Context: an optimization exercise on an open-source flow, tuned for small area. The choices shown serve that exercise and are no tape-out recipe. The RTL was checked by simulation tests, not by an equivalence proof against the original design. Power and IR drop assume default switching activity.

==> flow/design.v <==
module rf_o22ai (input A1, input A2, input B1, input B2, output Y);
    assign Y = ~((A1 | A2) & (B1 | B2));
endmodule
module rf_nor2 (input A, input B, output Y);
    assign Y = ~(A | B);
endmodule
module rf_or16 (input [15:0] t, output y);
    assign y = |t;
endmodule
module rf_nand4 (input A, input B, input C, input D, output Y);
    assign Y = ~(A & B & C & D);
endmodule
module rf_xor2 (input A, input B, output X);
    assign X = A ^ B;
endmodule
module rf_rdbit (input [31:1] seln, input [31:1] q, output y);
    wire [15:0] t;
    genvar k;
    generate for (k = 0; k < 15; k = k + 1) begin : g_t
        rf_o22ai c (.A1(seln[2*k+1]), .A2(q[2*k+1]), .B1(seln[2*k+2]), .B2(q[2*k+2]), .Y(t[k]));
    end endgenerate
    rf_nor2 c15 (.A(seln[31]), .B(q[31]), .Y(t[15]));
    rf_or16 o (.t(t), .y(y));
endmodule
module CPU (clk,reset,pc,inst,Addr,Data_I,Data_O,WE,ACK,STB,debug_next_pc);
    input  clk, reset;
    input  [31:0] inst;
    input  [31:0] Data_I;
    input  ACK;
    output [31:0] pc;
    output [31:0] Addr;
    output [31:0] Data_O;
    output WE;
    output STB;
    output [31:0] debug_next_pc;
    wire [5:0]  op  = inst[31:26];
    wire [5:0]  fn  = inst[5:0];
    wire [4:0]  rs  = inst[25:21];
    wire [4:0]  rt  = inst[20:16];
    wire [4:0]  rd  = inst[15:11];
    wire [4:0]  sa  = inst[10:6];
    wire [15:0] imm = inst[15:0];
    wire rtype  = (op == 6'h00);
    wire i_add  = rtype & (fn == 6'h20);
    wire i_sub  = rtype & (fn == 6'h22);
    wire i_and  = rtype & (fn == 6'h24);
    wire i_or   = rtype & (fn == 6'h25);
    wire i_xor  = rtype & (fn == 6'h26);
    wire i_sll  = rtype & (fn == 6'h00);
    wire i_srl  = rtype & (fn == 6'h02);
    wire i_sra  = rtype & (fn == 6'h03);
    wire i_jr   = rtype & (fn == 6'h08);
    wire i_addi = (op == 6'h08);
    wire i_andi = (op == 6'h0c);
    wire i_ori  = (op == 6'h0d);
    wire i_xori = (op == 6'h0e);
    wire i_lui  = (op == 6'h0f);
    wire i_lw   = (op == 6'h23);
    wire i_sw   = (op == 6'h2b);
    wire i_beq  = (op == 6'h04);
    wire i_bne  = (op == 6'h05);
    wire i_j    = (op == 6'h02);
    wire i_jal  = (op == 6'h03);
    wire is_arith = i_add | i_sub | i_addi;
    wire is_logic = i_and | i_or | i_xor | i_andi | i_ori | i_xori | i_lui;
    wire is_shift = i_sll | i_srl | i_sra;
    assign STB = i_lw | i_sw;
    assign WE  = op[3];                  
    wire   stall = STB & ~ACK;
    wire [31:0] a, b;
    wire [31:0] wd;
    wire        wreg = (is_arith | is_logic | is_shift | i_lw | i_jal) & ~stall;
    wire [4:0]  dest = i_jal ? 5'd31 : (rtype ? rd : rt);
    wire [31:0] wdn = ~wd;
    reg  [31:0] rf [1:31];
    reg  [31:1] pol;
    wire [31:1] en, enn, sna, snb;
    wire [31:0] qb [0:31];           
    wire [31:1] pa, pb;
    genvar r, i;
    generate for (r = 1; r < 32; r = r + 1) begin : g_rf
        assign en[r]  = wreg & (dest == r);
        assign enn[r] = ~en[r];
        assign sna[r] = ~(rs == r);
        assign snb[r] = ~(rt == r);
        wire [31:0] d;
        wire        dp;
        for (i = 0; i < 32; i = i + 1) begin : g_bit
            rf_o22ai c (.A1(en[r]), .A2(rf[r][i]), .B1(enn[r]), .B2(wdn[i]), .Y(d[i]));
            assign qb[i][r] = rf[r][i];
        end
        rf_nor2 cp (.A(en[r]), .B(pol[r]), .Y(dp));
        always @(posedge clk) begin
            rf[r]  <= d;
            pol[r] <= dp;
        end
    end endgenerate
    wire pna, pnb;
    rf_rdbit rpa (.seln(sna), .q(pol), .y(pna));
    rf_rdbit rpb (.seln(snb), .q(pol), .y(pnb));
    generate for (i = 0; i < 32; i = i + 1) begin : g_rd
        wire na, nb;
        rf_rdbit ra (.seln(sna), .q(qb[i][31:1]), .y(na));
        rf_rdbit rb (.seln(snb), .q(qb[i][31:1]), .y(nb));
        rf_xor2 xa (.A(na), .B(pna), .X(a[i]));
        rf_xor2 xb (.A(nb), .B(pnb), .X(b[i]));
    end endgenerate
    wire        sub  = rtype & fn[1] & ~fn[2];
    wire        hi   = ~op[2] & imm[15];             
    wire [31:0] y    = rtype ? (b ^ {32{sub}}) : {{16{hi}}, imm};
    wire [31:0] p    = a ^ y;
    wire [31:0] g    = a & y;
    wire [31:0] sum  = a + y + {31'd0, sub};
    wire [1:0]  lsel = rtype ? fn[1:0] : op[1:0];
    wire [31:0] lres = ({32{lsel[1]}} & p) | ({32{~lsel[1]}} & g) | ({32{lsel[0]}} & p);
    wire        sll  = ~fn[1];
    wire        fill = fn[0] & b[31];
    wire [31:0] brev, srev;
    genvar k;
    generate for (k = 0; k < 32; k = k + 1) begin : g_rev
        assign brev[k] = b[31-k];
    end endgenerate
    wire [31:0] sx   = sll ? brev : b;
    wire [32:0] sxs  = $signed({fill, sx}) >>> sa;
    wire [31:0] s4   = sxs[31:0];
    generate for (k = 0; k < 32; k = k + 1) begin : g_srev
        assign srev[k] = s4[31-k];
    end endgenerate
    wire [29:0] pc4h = pc[31:2] + 30'd1;
    wire [31:0] pc4  = {pc4h, pc[1:0]};
    wire [31:0] brt  = {pc4h + {{14{imm[15]}}, imm}, pc[1:0]};
    wire        eq   = (a == b);
    wire        taken = (i_beq & eq) | (i_bne & ~eq);
    wire [31:0] next_pc = i_jr ? a :
                          (i_j | i_jal) ? {pc4[31:28], inst[25:0], 2'b00} :
                          taken ? brt : pc4;
    wire is_lgc = i_and | i_or | i_xor | i_andi | i_ori | i_xori;
    assign wd = ({32{i_lw}} & Data_I) |
                ({32{i_jal}} & pc4) |
                ({32{is_shift & sll}} & srev) |
                ({32{is_shift & ~sll}} & s4) |
                ({32{is_lgc}} & lres) |
                ({32{i_lui}} & {imm, 16'd0}) |
                ({32{is_arith}} & sum);
    reg [31:0] pc_r;
    always @(posedge clk or posedge reset)
        if (reset) pc_r <= 32'd0;
        else if (!stall) pc_r <= next_pc;
    assign pc = pc_r;
    assign Addr = sum;
    assign Data_O = b;
    assign debug_next_pc = next_pc;
endmodule
clock: 15.0 ns
lec_check: 0
cap_margin: 20
core_margin: 2
core_utilization: 62
setup_slack_margin: 0.0
slew_margin: 20
synth_hierarchical: 1
synth_minimum_keep_size: 0
standard.sh (not shown) runs the stock make flow with config.mk's settings and CLKGATE_MAP_FILE= SYNTH_SCRIPT=/design/flow/synth_recipe.tcl, a recipe that flattens the netlist after the stock synthesis.
==> flow/flow/run.sh <==
#!/bin/bash
# Layout flow: the standard ORFS flow (standard.sh, unchanged synthesis) with two changes:
#  - ports are buffered with the smallest buffer cell (buf_1);
#  - the clock tree uses clkbuf_8 with small sink clusters and no dummy loads.
# The whole make output goes to flow_standard.log in the work folder.
set -euo pipefail
bash standard.sh \
  "BUFFER_PORTS_ARGS=-buffer_cell sky130_fd_sc_hd__buf_1" \
  "CTS_ARGS=-sink_clustering_enable -repair_clock_nets -buf_list sky130_fd_sc_hd__clkbuf_8 -sink_clustering_size 16 -sink_clustering_max_diameter 50 -dont_use_dummy_load" \
  "${@:-finish}" > flow_standard.log 2>&1
The first run finished with timing, DRC and antenna clean.
Rerun with:
--- a/flow/flow/run.sh
+++ b/flow/flow/run.sh
@@ -1,3 +1,5 @@
 #!/bin/bash
-# Layout flow: the standard ORFS flow (standard.sh, unchanged synthesis) with two changes:
+# Layout flow: the standard ORFS flow (standard.sh) with these changes:
+#  - synthesis runs synth_recipe.tcl through flow/synth_area.tcl, which only swaps the ABC
+#    script for the area-oriented flow/abc_area.script (registers are unchanged);
 #  - ports are buffered with the smallest buffer cell (buf_1);
@@ -6,3 +8,7 @@
 set -euo pipefail
+W=$PWD
+export FLOW_ABC_SCRIPT=$W/flow/abc_area.script
+export FLOW_REF_SYNTH=$W/synth_recipe.tcl
 bash standard.sh \
+  "SYNTH_SCRIPT=$W/flow/synth_area.tcl" \
   "BUFFER_PORTS_ARGS=-buffer_cell sky130_fd_sc_hd__buf_1" \
==> flow/flow/abc_area.script (new file) <==
&get -n
&st
&dch
&nf -R 1000
&st
&syn2
&if -g -K 6
&synch2
&nf -R 1000
&st
&syn2
&if -g -K 6
&synch2
&nf -R 1000
&st
&syn2
&if -g -K 6
&synch2
&nf -R 1000
&st
&syn2
&if -g -K 6
&synch2
&nf -R 1000
&st
&syn2
&if -g -K 6
&synch2
&nf -R 1000
&put
topo
stime -c
dnsize -c
==> flow/flow/synth_area.tcl (new file) <==
# The standard flow's own synthesis (synth_recipe.tcl, which sources ORFS's synth.tcl), with one change:
# Yosys's abc call runs flow/abc_area.script (ORFS's speed script with delay relaxed in
# every &nf mapping and without ABC's buffering and upsizing) in place of ORFS's script.
proc abc {args} {
  set i [lsearch -exact $args -script]
  if {$i >= 0} { lset args [expr {$i + 1}] $::env(FLOW_ABC_SCRIPT) }
  puts "abc: using $::env(FLOW_ABC_SCRIPT)"
  yosys abc {*}$args
}
source $::env(FLOW_REF_SYNTH)
The changed run produced a layout that fails on max-capacitance violations, max-slew violations.
Die area goes down by a few percent.
Worst setup slack gets worse by 0.32 ns.
Core utilization came out higher by 1.3 points.
Global-route usage went up by 0.37 points.
Cell count hardly moves.

* * *

Setup of oak:
Another version of the RTL of CPU (not shown whole).
Size: about 5,200 cells after synthesis, about 1,100 flip-flops, roughly 47,000 µm² of cells after synthesis.
Settings: LEC_CHECK=0, CAP_MARGIN=20, CORE_MARGIN=2, CORE_UTILIZATION=55, SETUP_SLACK_MARGIN=0.0, SLEW_MARGIN=20, SYNTH_HIERARCHICAL=1, SYNTH_MINIMUM_KEEP_SIZE=0; clock period 15.0 ns.
==> flow/flow/run.sh <==
#!/bin/bash
# Layout flow: the standard ORFS flow (standard.sh, unchanged synthesis) with two changes:
#  - ports are buffered with the smallest buffer cell (buf_1);
#  - the clock tree uses clkbuf_8 with small sink clusters and no dummy loads.
# The whole make output goes to flow_standard.log in the work folder.
set -euo pipefail
bash standard.sh \
  "BUFFER_PORTS_ARGS=-buffer_cell sky130_fd_sc_hd__buf_1" \
  "CTS_ARGS=-sink_clustering_enable -repair_clock_nets -buf_list sky130_fd_sc_hd__clkbuf_8 -sink_clustering_size 12 -sink_clustering_max_diameter 40 -dont_use_dummy_load" \
  "${@:-finish}" > flow_standard.log 2>&1
Input-level comparison between pine and oak:
Settings: an added CTS_BUF_LIST of sky130_fd_sc_hd__clkbuf_8; an added CTS_CLUSTER_SIZE of 12; an added CTS_CLUSTER_DIAMETER of 40.
==> flow/run.sh (new file) <==
#!/bin/bash
# synth_recipe.tcl (not shown) runs the flow's synth.tcl, then flattens the netlist and writes it again
# the make line also repeats each setting of config.mk as NAME=value (left out here)
make -C /OpenROAD-flow-scripts/flow DESIGN_CONFIG=/design/flow/config.mk WORK_HOME=/design/flow/orfs CLKGATE_MAP_FILE= SYNTH_SCRIPT=/design/flow/synth_recipe.tcl finish
removed: flow/flow/run.sh
removed: flow/standard.sh
Notes after the runs:
pine finished end to end and its layout was clean on timing, DRC and antenna. Start point of the critical path: inst[20] -> pine, inst[17] -> oak. Comparing count of clock-buffer cells in the layout for oak and pine, the bigger number came from pine. [compare] base=oak new=pine: routed wire length roughly the same, internal power consumption picked up an extra about 14%, count of different cell masters after synthesis roughly the same, maximum frequency saw a decrease. oak → pine: total of max-cap violations essentially unchanged, data arrival time of the worst path moved up, least setup slack across all paths after layout went down, relative max-transition margin saw an increase, total global-route track usage shows a reduction of 0.61 points.

[what the ideal ports hide]
The flow's constraints put no driver on any port. The routed layouts listed below were extracted and timed again, unchanged, in two steps. Step 1 sets driving cells, clkbuf_16 on the clock port and buf_2 on the other inputs (assumed; they add their load-dependent delay and slew). Step 2 also shifts input and output timing later by t, the mid clock arrival at the registers, as if the neighbouring blocks saw the same clock. Three values: ideal ports, drivers, drivers and shift; two values: the first two.
run | shift t [ns] | setup WS [ns] | worst setup path at the end | worst register clock-pin slew, ns | pins driven straight from the clock port
the first run of note 1 | 0.797 | 1.034 / 1.011 / 1.011 | input to output | 0.10 / 0.10 | 1
the second run of note 1 | 0.821 | 0.711 / 0.683 / 0.683 | input to output | 0.11 / 0.11 | 1
oak | 0.895 | 1.197 / 1.163 / 1.163 | input to output | 0.08 / 0.08 | 1
pine | 0.938 | 0.348 / 0.301 / 0.301 | input to output | 0.09 / 0.09 | 1
The setup slack of pine, which loses most, moves by -0.047 ns with the drivers and by -0.047 ns with both steps.
